This design comes from an exercise in tuning for small area on the open sky130 flow, not from production work.
At most, simulation tests tie the RTL to the original design; equivalence was not proved.
Power and IR drop assume default switching activity.

==> branch cedar: inputs <==
==> flow/design.v (excerpt) <==
module topmodule(input clk_in,
    input rst,
    input clr,
    input ent,
    input chg,
    output [4:0] led,
    output [3:0] AN,
    input [3:0] sw,
    output [6:0] seven_out
    );
==> module topmodule, before the edit <==
module topmodule(input clk_in,
    input rst,
    input clr,
    input ent,
    input chg,
    output [4:0] led,
    output [3:0] AN,
    input [3:0] sw,
    output [6:0] seven_out
    );
    reg [1:0] nd;    
    reg [1:0] m3;    
    reg       odd;   
    reg [2:0] m5;    
    always @(posedge clk_in or posedge rst)
        if (rst) begin
            m3 <= 2'b00;
            odd <= 1'b0;
            m5 <= 3'b000;
        end else begin
            m3 <= {m3[0], ~(m3[1] | m3[0])};
            odd <= ~odd;
            m5 <= {m5[1:0], ~(m5[2] | m5[1])};
        end
    wire dtick = m3[1] & ~odd;                             
    wire btick = odd & (nd[0] ~^ m3[1]) & m5[2] & ~m5[1];  
    reg [2:0] e_s, c_s, g_s;
    reg e_p, c_p, g_p;
    always @(posedge clk_in or posedge rst)
        if (rst) begin
            e_s <= 3'b000; c_s <= 3'b000; g_s <= 3'b000;
            e_p <= 1'b0; c_p <= 1'b0; g_p <= 1'b0;
        end else if (btick) begin
            e_s <= {e_s[1:0], ent};
            c_s <= {c_s[1:0], clr};
            g_s <= {g_s[1:0], chg};
            e_p <= e_s[1] & ~e_s[2];
            c_p <= c_s[1] & ~c_s[2];
            g_p <= g_s[1] & ~g_s[2];
        end
    localparam [3:0] S_IDLE = 4'b1000, S_UNL = 4'b1001, S_LCK = 4'b1011,
                     S_CHK = 4'b1010, S_G1 = 4'b0000, S_N1 = 4'b0100;
    reg [3:0] st;         
    reg [3:0] ls;         
    reg [3:0] sws;        
    reg [15:0] pw;        
    reg match;            
    reg locked;
    wire s_ent  = ~st[3];
    wire s_idle = st[3] & ~st[1] & ~st[0];
    wire s_unl  = st[3] & ~st[1] & st[0];
    wire s_chk  = st[3] & st[1] & ~st[0];
    wire s_lck  = st[3] & st[1] & st[0];
    reg [3:0] nst;
    always @(*) begin
        nst = st;
        if (s_ent) begin
            if (e_p) nst = (st[1:0] == 2'b11) ? {2'b10, 1'b1, st[2]} : {st[3:2], st[1:0] + 2'd1};
            else if (c_p) nst = {st[3:2], 2'b00};
        end else if (s_chk)
            nst = (match == locked) ? S_UNL : S_LCK;
        else if (e_p)
            nst = S_G1;
        else if (s_idle & c_p)
            nst = S_G1;
        else if (s_unl & g_p)
            nst = S_N1;
    end
    always @(posedge clk_in or posedge rst)
        if (rst) begin
            st <= S_IDLE;
            ls <= S_IDLE;
        end else if (btick) begin
            st <= nst;
            if (!s_chk) ls <= st;
        end
    reg [3:0] pdig;
    always @(*)
        case (st[1:0])
            2'd0: pdig = pw[15:12];
            2'd1: pdig = pw[11:8];
            2'd2: pdig = pw[7:4];
            default: pdig = pw[3:0];
        endcase
    wire [3:0] pwd = sw & {4{~s_idle}};
    wire s_new = ~st[3] & st[2];
    always @(posedge clk_in)
        if (btick) begin
            if (!s_chk) sws <= sw;
            if (s_idle | (s_new & st[1:0] == 2'd0)) pw[15:12] <= pwd;
            if (s_idle | (s_new & st[1:0] == 2'd1)) pw[11:8] <= pwd;
            if (s_idle | (s_new & st[1:0] == 2'd2)) pw[7:4] <= pwd;
            if (s_idle | (s_new & st[1:0] == 2'd3)) pw[3:0] <= pwd;
            if (s_ent & ~st[2] & e_p) match <= (match | st[1:0] == 2'd0) & (sw == pdig);
            if (s_idle | s_lck) locked <= 1'b1;
            if (s_unl) locked <= 1'b0;
        end
    assign led[4] = 1'b0;
    assign led[3:0] = ls[3] ? {ls[0], 1'b0, ls[1], ls[0]}
                            : ({2'b00, ls[1:0]} + {1'b0, ls[2], 1'b0, 1'b1});
    reg first;          
    reg [4:0] ch;       
    wire [1:0] pos = ~ls[1:0];           
    wire above = nd > pos;
    wire at    = nd == pos;
    reg [3:0] pwj;
    always @(*)
        case (nd)
            2'd0: pwj = pw[3:0];
            2'd1: pwj = pw[7:4];
            2'd2: pwj = pw[11:8];
            default: pwj = pw[15:12];
        endcase
    reg [4:0] cc;
    always @(*) begin
        if (!ls[3]) begin
            if (ls[2] & (above | at)) cc = {1'b0, pwj};
            else if (at) cc = {1'b0, sws};
            else if (above) cc = 5'b10000;       
            else cc = 5'h0A;                      
        end else if (ls[1:0] == 2'b01) begin      
            case (nd)
                2'd3: cc = 5'h00;
                2'd2: cc = 5'b10001;
                2'd1: cc = 5'h0E;
                default: cc = 5'h0C;
            endcase
        end else begin                            
            case (nd)
                2'd3: cc = 5'h0F;
                2'd2: cc = 5'h0D;
                2'd1: cc = 5'h05;
                default: cc = 5'h0D;
            endcase
        end
    end
    always @(posedge clk_in or posedge rst)
        if (rst) begin
            nd <= 2'd0;
            first <= 1'b1;
            ch <= 5'h00;
        end else if (dtick) begin
            nd <= nd + 2'd1;
            first <= 1'b0;
            ch <= cc;
        end
    assign AN[0] = ~(first | nd == 2'd1);
    assign AN[1] = ~(nd == 2'd2);
    assign AN[2] = ~(nd == 2'd3);
    assign AN[3] = ~(~first & nd == 2'd0);
    reg [6:0] seg;
    always @(*)
        if (ch[4])
            seg = ch[0] ? 7'b0011000 : 7'b1111110;
        else
            case (ch[3:0])
                4'h0: seg = 7'b0000001;
                4'h1: seg = 7'b1001111;
                4'h2: seg = 7'b0010010;
                4'h3: seg = 7'b0000110;
                4'h4: seg = 7'b1001100;
                4'h5: seg = 7'b0100100;
                4'h6: seg = 7'b0100000;
                4'h7: seg = 7'b0001111;
                4'h8: seg = 7'b0000000;
                4'h9: seg = 7'b0000100;
                4'hA: seg = 7'b0001000;
                4'hB: seg = 7'b1100000;
                4'hC: seg = 7'b0110001;
                4'hD: seg = 7'b1000010;
                4'hE: seg = 7'b0110000;
                default: seg = 7'b0111000;
            endcase
    assign seven_out = seg;
endmodule
export LEC_CHECK = 0
export ABC_AREA = 1
export CAP_MARGIN = 0
export CORE_MARGIN = 2
export CORE_UTILIZATION = 40
export SLEW_MARGIN = 0
create_clock -name core_clock -period 10.0 [get_ports {clk_in}]
standard.sh (not shown) runs the stock make flow with config.mk's settings and CLKGATE_MAP_FILE= SYNTH_SCRIPT=/design/flow/synth_recipe.tcl, a recipe that flattens the netlist after the stock synthesis.
==> flow/flow/run.sh <==
#!/bin/bash
# Layout flow: the standard synthesis; then the combinational logic is
# mapped again for area with a few ABC scripts (flip-flops kept exactly as
# synthesized) and the smallest result is kept; then the standard layout
# with the smallest buffer on the ports and a clock tree without dummy loads.
set -euo pipefail
W=$(pwd)
F=$W/flow
LIB=$FLOW_HOME/platforms/sky130hd/lib/sky130_fd_sc_hd__tt_025C_1v80.lib
R=$W/orfs/results/sky130hd/topmodule/base

bash standard.sh synth > $W/synth.log 2>&1
cp $R/1_2_yosys.v $W/std_synth.v

DU=$(grep -oE 'cell \("?sky130_fd_sc_hd__(lpflow|probe)[A-Za-z0-9_]*' $LIB | sed -E 's/cell \("?//' | tr '\n' ' ')
for s in $F/s*.abc; do
    n=$(basename $s .abc)
    RS_IN=$W/std_synth.v RS_OUT=$W/resynth_$n.v RS_LIB=$LIB RS_SCRIPT=$s RS_DONTUSE="$DU" \
        yosys -c $F/resynth.tcl > $W/resynth_$n.log 2>&1 &
done
wait
best=""; barea=""
for s in $F/s*.abc; do
    n=$(basename $s .abc)
    a=$(grep "Chip area for top module" $W/resynth_$n.log | awk '{print $NF}')
    echo "$n $a" >> $W/resynth_areas.txt
    if [[ -z "$barea" ]] || awk "BEGIN{exit !($a < $barea)}"; then best=$n; barea=$a; fi
done
echo "best $best $barea" >> $W/resynth_areas.txt
cp $W/resynth_$best.v $R/1_2_yosys.v
touch $R/1_2_yosys.v

export BUFFER_PORTS_ARGS="-buffer_cell sky130_fd_sc_hd__buf_1"
export CTS_ARGS="$(cat $F/cts_args)"
bash standard.sh finish > $W/layout.log 2>&1
==> flow/flow/cts_args <==
-sink_clustering_enable -repair_clock_nets -dont_use_dummy_load -sink_clustering_size 30 -sink_clustering_max_diameter 200 -buf_list sky130_fd_sc_hd__clkbuf_8
==> flow/flow/resynth.tcl <==
# Re-map the combinational logic of a synthesized netlist; flip-flop instances are kept as they are.
# env: RS_IN RS_OUT RS_LIB RS_SCRIPT RS_DONTUSE
yosys read_liberty -ignore_miss_func $::env(RS_LIB)
yosys read_verilog $::env(RS_IN)
yosys hierarchy -top topmodule
yosys setattr -mod -set keep_hierarchy 1 sky130_fd_sc_hd__df* sky130_fd_sc_hd__edf* sky130_fd_sc_hd__sdf* sky130_fd_sc_hd__dl* sky130_fd_sc_hd__conb_1
yosys flatten
yosys opt_clean -purge
yosys stat
set du ""
foreach c $::env(RS_DONTUSE) { append du " -dont_use $c" }
yosys "abc -script $::env(RS_SCRIPT) -liberty $::env(RS_LIB) $du"
yosys opt_clean -purge
yosys hierarchy -top topmodule
yosys splitnets
yosys opt_clean -purge
yosys insbuf -buf sky130_fd_sc_hd__buf_1 A X
yosys "rename -hide w:*.*"
yosys "stat -liberty $::env(RS_LIB)"
yosys "blackbox sky130_fd_sc_hd__*"
yosys write_verilog -noattr -noexpr -nohex -nodec $::env(RS_OUT)
==> flow/flow/s1.abc <==
strash
&get -n
&deepsyn -T 20
&put
dch -f
amap
topo
==> flow/flow/s2.abc <==
strash
&get -n
&deepsyn -T 20 -S 7
&put
dch -f
map -a
topo
==> flow/flow/s3.abc <==
strash
dch -f
amap
topo
==> flow/flow/s4.abc <==
strash
&get -n
&deepsyn -T 20 -S 3
&put
dch -f
amap
topo
==> branch yarrow (differences from branch cedar) <==
--- a/flow/design.v
+++ b/flow/design.v
@@ -8,22 +8,21 @@
     input [3:0] sw,
     output [6:0] seven_out
     );
-    reg [1:0] nd;    
     reg [1:0] m3;    
-    reg       odd;   
+    reg [1:0] m4;    
     reg [2:0] m5;    
     always @(posedge clk_in or posedge rst)
         if (rst) begin
             m3 <= 2'b00;
-            odd <= 1'b0;
+            m4 <= 2'b00;
             m5 <= 3'b000;
         end else begin
             m3 <= {m3[0], ~(m3[1] | m3[0])};
-            odd <= ~odd;
+            m4 <= {m4[1] ^ m4[0], ~m4[0]};
             m5 <= {m5[1:0], ~(m5[2] | m5[1])};
         end
-    wire dtick = m3[1] & ~odd;                             
-    wire btick = odd & (nd[0] ~^ m3[1]) & m5[2] & ~m5[1];  
+    wire dtick = m3[1] & ~m4[0];                           
+    wire btick = ~m4[1] & m4[0] & m5[2] & ~m5[1];          
     reg [2:0] e_s, c_s, g_s;
     reg e_p, c_p, g_p;
     always @(posedge clk_in or posedge rst)
@@ -98,6 +97,7 @@
     assign led[4] = 1'b0;
     assign led[3:0] = ls[3] ? {ls[0], 1'b0, ls[1], ls[0]}
                             : ({2'b00, ls[1:0]} + {1'b0, ls[2], 1'b0, 1'b1});
+    reg [1:0] nd;       
     reg first;          
     reg [4:0] ch;       
     wire [1:0] pos = ~ls[1:0];           
==> flow/flow/run.sh (replaced) <==
#!/bin/bash
# Layout flow: the standard synthesis, then the combinational logic is
# mapped again for area (flip-flops kept as synthesized), then the standard flow's
# standard layout with small port buffers.
set -euo pipefail
W=$(pwd)
F=$W/flow
LIB=$FLOW_HOME/platforms/sky130hd/lib/sky130_fd_sc_hd__tt_025C_1v80.lib
R=$W/orfs/results/sky130hd/topmodule/base

bash standard.sh synth > $W/synth.log 2>&1
cp $R/1_2_yosys.v $W/std_synth.v

DU=$(grep -oE 'cell \("?sky130_fd_sc_hd__(lpflow|probe)[A-Za-z0-9_]*' $LIB | sed -E 's/cell \("?//' | tr '\n' ' ')
RS_IN=$W/std_synth.v RS_OUT=$W/resynth.v RS_LIB=$LIB RS_SCRIPT=$F/area.abc RS_DONTUSE="$DU" \
    yosys -c $F/resynth.tcl > $W/resynth.log 2>&1
cp $W/resynth.v $R/1_2_yosys.v
touch $R/1_2_yosys.v

export BUFFER_PORTS_ARGS="-buffer_cell sky130_fd_sc_hd__buf_1"
bash standard.sh finish > $W/layout.log 2>&1
==> flow/flow/area.abc (new file) <==
strash
&get -n
&deepsyn -T 20
&put
dch -f
amap
topo
CAP_MARGIN = 20   (was 0)
CTS_BUF_LIST = sky130_fd_sc_hd__clkbuf_4   (was default)
SLEW_MARGIN = 20   (was 0)
removed: flow/flow/cts_args
removed: flow/flow/s1.abc
removed: flow/flow/s2.abc
removed: flow/flow/s3.abc
removed: flow/flow/s4.abc
==> branch garnet (differences from branch cedar) <==
--- a/flow/design.v
+++ b/flow/design.v
@@ -38,66 +38,48 @@
             c_p <= c_s[1] & ~c_s[2];
             g_p <= g_s[1] & ~g_s[2];
         end
-    localparam [3:0] S_IDLE = 4'b1000, S_UNL = 4'b1001, S_LCK = 4'b1011,
-                     S_CHK = 4'b1010, S_G1 = 4'b0000, S_N1 = 4'b0100;
-    reg [3:0] st;         
-    reg [3:0] ls;         
+    reg [3:0] ls;
+    reg [1:0] ev;
     reg [3:0] sws;        
     reg [15:0] pw;        
     reg match;            
     reg locked;
-    wire s_ent  = ~st[3];
-    wire s_idle = st[3] & ~st[1] & ~st[0];
-    wire s_unl  = st[3] & ~st[1] & st[0];
-    wire s_chk  = st[3] & st[1] & ~st[0];
-    wire s_lck  = st[3] & st[1] & st[0];
-    reg [3:0] nst;
-    always @(*) begin
-        nst = st;
-        if (s_ent) begin
-            if (e_p) nst = (st[1:0] == 2'b11) ? {2'b10, 1'b1, st[2]} : {st[3:2], st[1:0] + 2'd1};
-            else if (c_p) nst = {st[3:2], 2'b00};
-        end else if (s_chk)
-            nst = (match == locked) ? S_UNL : S_LCK;
-        else if (e_p)
-            nst = S_G1;
-        else if (s_idle & c_p)
-            nst = S_G1;
-        else if (s_unl & g_p)
-            nst = S_N1;
-    end
+    wire l_dig = ~ls[3];
+    wire l_idle = ls[3] & ls[0];
+    wire l_unl = ls[3] & ~ls[1];
+    wire s_chk  = l_dig & ~ls[2] & (ls[1:0] == 2'b11) & (ev == 2'b01);
+    wire s_rest = (l_dig & ~ls[2] & (ls[1:0] == 2'b11) & (ev == 2'b11))
+                | (l_dig & ls[2] & (ls[1:0] == 2'b11) & (ev == 2'b01))
+                | (ls[3] & ~ls[0] & (ev == 2'b00));
+    wire s_idle = l_idle & (ev == 2'b00);
+    wire s_dig  = ~s_chk & ~s_rest & ~s_idle;
+    wire s_new  = l_dig ? ls[2] : (ev == 2'b11);
+    wire [1:0] s_idx = (ev == 2'b01) ? ls[1:0] + 2'd1 : (ev[1] | ~l_dig) ? 2'd00 : ls[1:0];
     always @(posedge clk_in or posedge rst)
         if (rst) begin
-            st <= S_IDLE;
-            ls <= S_IDLE;
+            ls <= 4'b1111;
+            ev <= 2'b00;
         end else if (btick) begin
-            st <= nst;
-            if (!s_chk) ls <= st;
+            if (s_chk)
+                ev <= 2'b11;
+            else begin
+                ls <= s_dig ? {2'b00, s_new, s_idx} : s_rest ? {2'b10, locked, 1'b0} : 4'b1111;
+                if (s_dig)
+                    ev <= e_p ? 2'b01 : c_p ? 2'b10 : 2'b00;
+                else if (s_idle)
+                    ev <= (e_p | c_p) ? 2'b10 : 2'b00;
+                else
+                    ev <= e_p ? 2'b10 : (g_p & ~locked) ? 2'b11 : 2'b00;
+            end
         end
-    reg [3:0] pdig;
-    always @(*)
-        case (st[1:0])
-            2'd0: pdig = pw[15:12];
-            2'd1: pdig = pw[11:8];
-            2'd2: pdig = pw[7:4];
-            default: pdig = pw[3:0];
-        endcase
-    wire [3:0] pwd = sw & {4{~s_idle}};
-    wire s_new = ~st[3] & st[2];
     always @(posedge clk_in)
         if (btick) begin
             if (!s_chk) sws <= sw;
-            if (s_idle | (s_new & st[1:0] == 2'd0)) pw[15:12] <= pwd;
-            if (s_idle | (s_new & st[1:0] == 2'd1)) pw[11:8] <= pwd;
-            if (s_idle | (s_new & st[1:0] == 2'd2)) pw[7:4] <= pwd;
-            if (s_idle | (s_new & st[1:0] == 2'd3)) pw[3:0] <= pwd;
-            if (s_ent & ~st[2] & e_p) match <= (match | st[1:0] == 2'd0) & (sw == pdig);
-            if (s_idle | s_lck) locked <= 1'b1;
-            if (s_unl) locked <= 1'b0;
+            if (s_idle | (s_dig & s_new & s_idx == 2'd3 & e_p)) locked <= 1'b1;
+            if (s_chk) locked <= match ^ locked;
         end
     assign led[4] = 1'b0;
-    assign led[3:0] = ls[3] ? {ls[0], 1'b0, ls[1], ls[0]}
-                            : ({2'b00, ls[1:0]} + {1'b0, ls[2], 1'b0, 1'b1});
+    assign led[3:0] = ls + 4'd1;
     reg first;          
     reg [4:0] ch;       
     wire [1:0] pos = ~ls[1:0];           
@@ -114,11 +96,11 @@
     reg [4:0] cc;
     always @(*) begin
         if (!ls[3]) begin
-            if (ls[2] & (above | at)) cc = {1'b0, pwj};
-            else if (at) cc = {1'b0, sws};
+            if (at) cc = {1'b0, sws};
+            else if (ls[2] & above) cc = {1'b0, pwj};
             else if (above) cc = 5'b10000;       
             else cc = 5'h0A;                      
-        end else if (ls[1:0] == 2'b01) begin      
+        end else if (l_unl) begin                  
             case (nd)
                 2'd3: cc = 5'h00;
                 2'd2: cc = 5'b10001;
@@ -134,6 +116,19 @@
             endcase
         end
     end
+    wire entered = ~ls[3] & (ev == 2'b01);
+    always @(posedge clk_in)
+        if (entered & ~ls[2] & at) match <= (match | ls[1:0] == 2'd0) & (sws == pwj);
+    wire [3:0] pwd = sws & {4{~l_idle}};
+    wire pw_we = l_idle | (entered & ls[2] & at);
+    always @(posedge clk_in)
+        if (pw_we)
+            case (nd)
+                2'd0: pw[3:0] <= pwd;
+                2'd1: pw[7:4] <= pwd;
+                2'd2: pw[11:8] <= pwd;
+                default: pw[15:12] <= pwd;
+            endcase
     always @(posedge clk_in or posedge rst)
         if (rst) begin
             nd <= 2'd0;
--- a/flow/flow/run.sh
+++ b/flow/flow/run.sh
@@ -17,6 +17,7 @@
     n=$(basename $s .abc)
     RS_IN=$W/std_synth.v RS_OUT=$W/resynth_$n.v RS_LIB=$LIB RS_SCRIPT=$s RS_DONTUSE="$DU" \
         yosys -c $F/resynth.tcl > $W/resynth_$n.log 2>&1 &
+    [[ $(jobs -r | wc -l) -ge ${NUM_CORES:-4} ]] && wait -n
 done
 wait
 best=""; barea=""
==> flow/flow/s1.abc (replaced) <==
strash
&get -n
&deepsyn -T 20 -S 7
&put
dch -f
amap
topo
==> flow/flow/s2.abc (replaced) <==
strash
&get -n
&deepsyn -T 20 -S 14
&put
dch -f
amap
topo
==> flow/flow/s3.abc (replaced) <==
strash
&get -n
&deepsyn -T 20 -S 21
&put
dch -f
amap
topo
==> flow/flow/s4.abc (replaced) <==
strash
&get -n
&deepsyn -T 20 -S 28
&put
dch -f
amap
topo
==> flow/flow/s5.abc (new file) <==
strash
&get -n
&deepsyn -T 20 -S 35
&put
dch -f
amap
topo
==> flow/flow/s6.abc (new file) <==
strash
&get -n
&deepsyn -T 20 -S 42
&put
dch -f
amap
topo
==> flow/flow/s7.abc (new file) <==
strash
&get -n
&deepsyn -T 20 -S 49
&put
dch -f
amap
topo
==> flow/flow/s8.abc (new file) <==
strash
&get -n
&deepsyn -T 20 -S 56
&put
dch -f
amap
topo
==> flow/flow/s9.abc (new file) <==
strash
dch -f
amap
topo
GPL_TIMING_DRIVEN = 0   (was default)
==> qor summary <==
Largest stage delay on the critical path: branch cedar 0.38 ns; branch garnet 0.44 ns; branch yarrow 0.40 ns
Outcome: branch cedar timing/DRC/antenna clean; branch garnet timing/DRC/antenna clean; branch yarrow timing/DRC/antenna clean
Detailed Route Iter0 Violations: branch cedar 177; branch garnet 158; branch yarrow 153
Met3 layer wire length in the routed design: branch cedar 317 um; branch garnet 245 um; branch yarrow 249 um
Proportion of total power due to net switching: branch cedar 20.1%; branch garnet 19.1%; branch yarrow 23.8%
Mean area per synthesized cell: branch cedar 9.53 um^2; branch garnet 9.81 um^2; branch yarrow 9.65 um^2
Worst slew slack as a fraction of its limit: branch cedar 42.4%; branch garnet 27.1%; branch yarrow 47.8%
Final worst-path setup slack: branch cedar 6.24 ns; branch garnet 5.52 ns; branch yarrow 6.04 ns
Width of the die: branch cedar 84.2 um; branch garnet 82.3 um; branch yarrow 85.0 um
Sequential Area: branch cedar 1520 um^2; branch garnet 1470 um^2; branch yarrow 1540 um^2
CP startpoint: branch cedar ch[2]$_DFFE_PP0P_; branch garnet ch[3]$_DFFE_PP0P_; branch yarrow ch[1]$_DFFE_PP0P_
Sequential share of cell area: branch cedar 53.3%; branch garnet 54.1%; branch yarrow 52.6%
Worst-path maximum fanout: branch cedar 5; branch garnet 6; branch yarrow 7
Rows: branch cedar 29; branch garnet 28; branch yarrow 29
Fill cell total of the finished layout: branch cedar 629; branch garnet 566; branch yarrow 597
# clock sinks: branch cedar 56; branch garnet 54; branch yarrow 57
No functional check of the RTL was part of branch cedar.

==> separate check: timing with driven ports <==
How much do the figures lean on ideal ports? The routed layouts below were timed once more, with nothing changed but the port constraints. Step 1, drivers: a clkbuf_16 drives clk_in and a buf_2 each remaining input, both assumed. Step 2, shift: input delay + t, output delay - t, t = (earliest + latest rising clock arrival at the registers) / 2. This alone moves slack from input paths to output paths. a / b / c = ideal / step 1 / step 2; a / b = the first two.
| run | t, ns | slack for setup (ns) | worst register clock-pin slew, ns | worst data-port slew with drivers (ns) |
|---|---|---|---|---|
| branch cedar | 0.324 | 6.239 / 6.210 / 6.534 | 0.10 / 0.10 | 0.03 |
| branch yarrow | 0.422 | 6.044 / 6.018 / 6.440 | 0.11 / 0.11 | 0.03 |
| branch garnet | 0.320 | 5.516 / 5.490 / 5.809 | 0.09 / 0.09 | 0.03 |
After both steps every run listed still meets setup and hold.
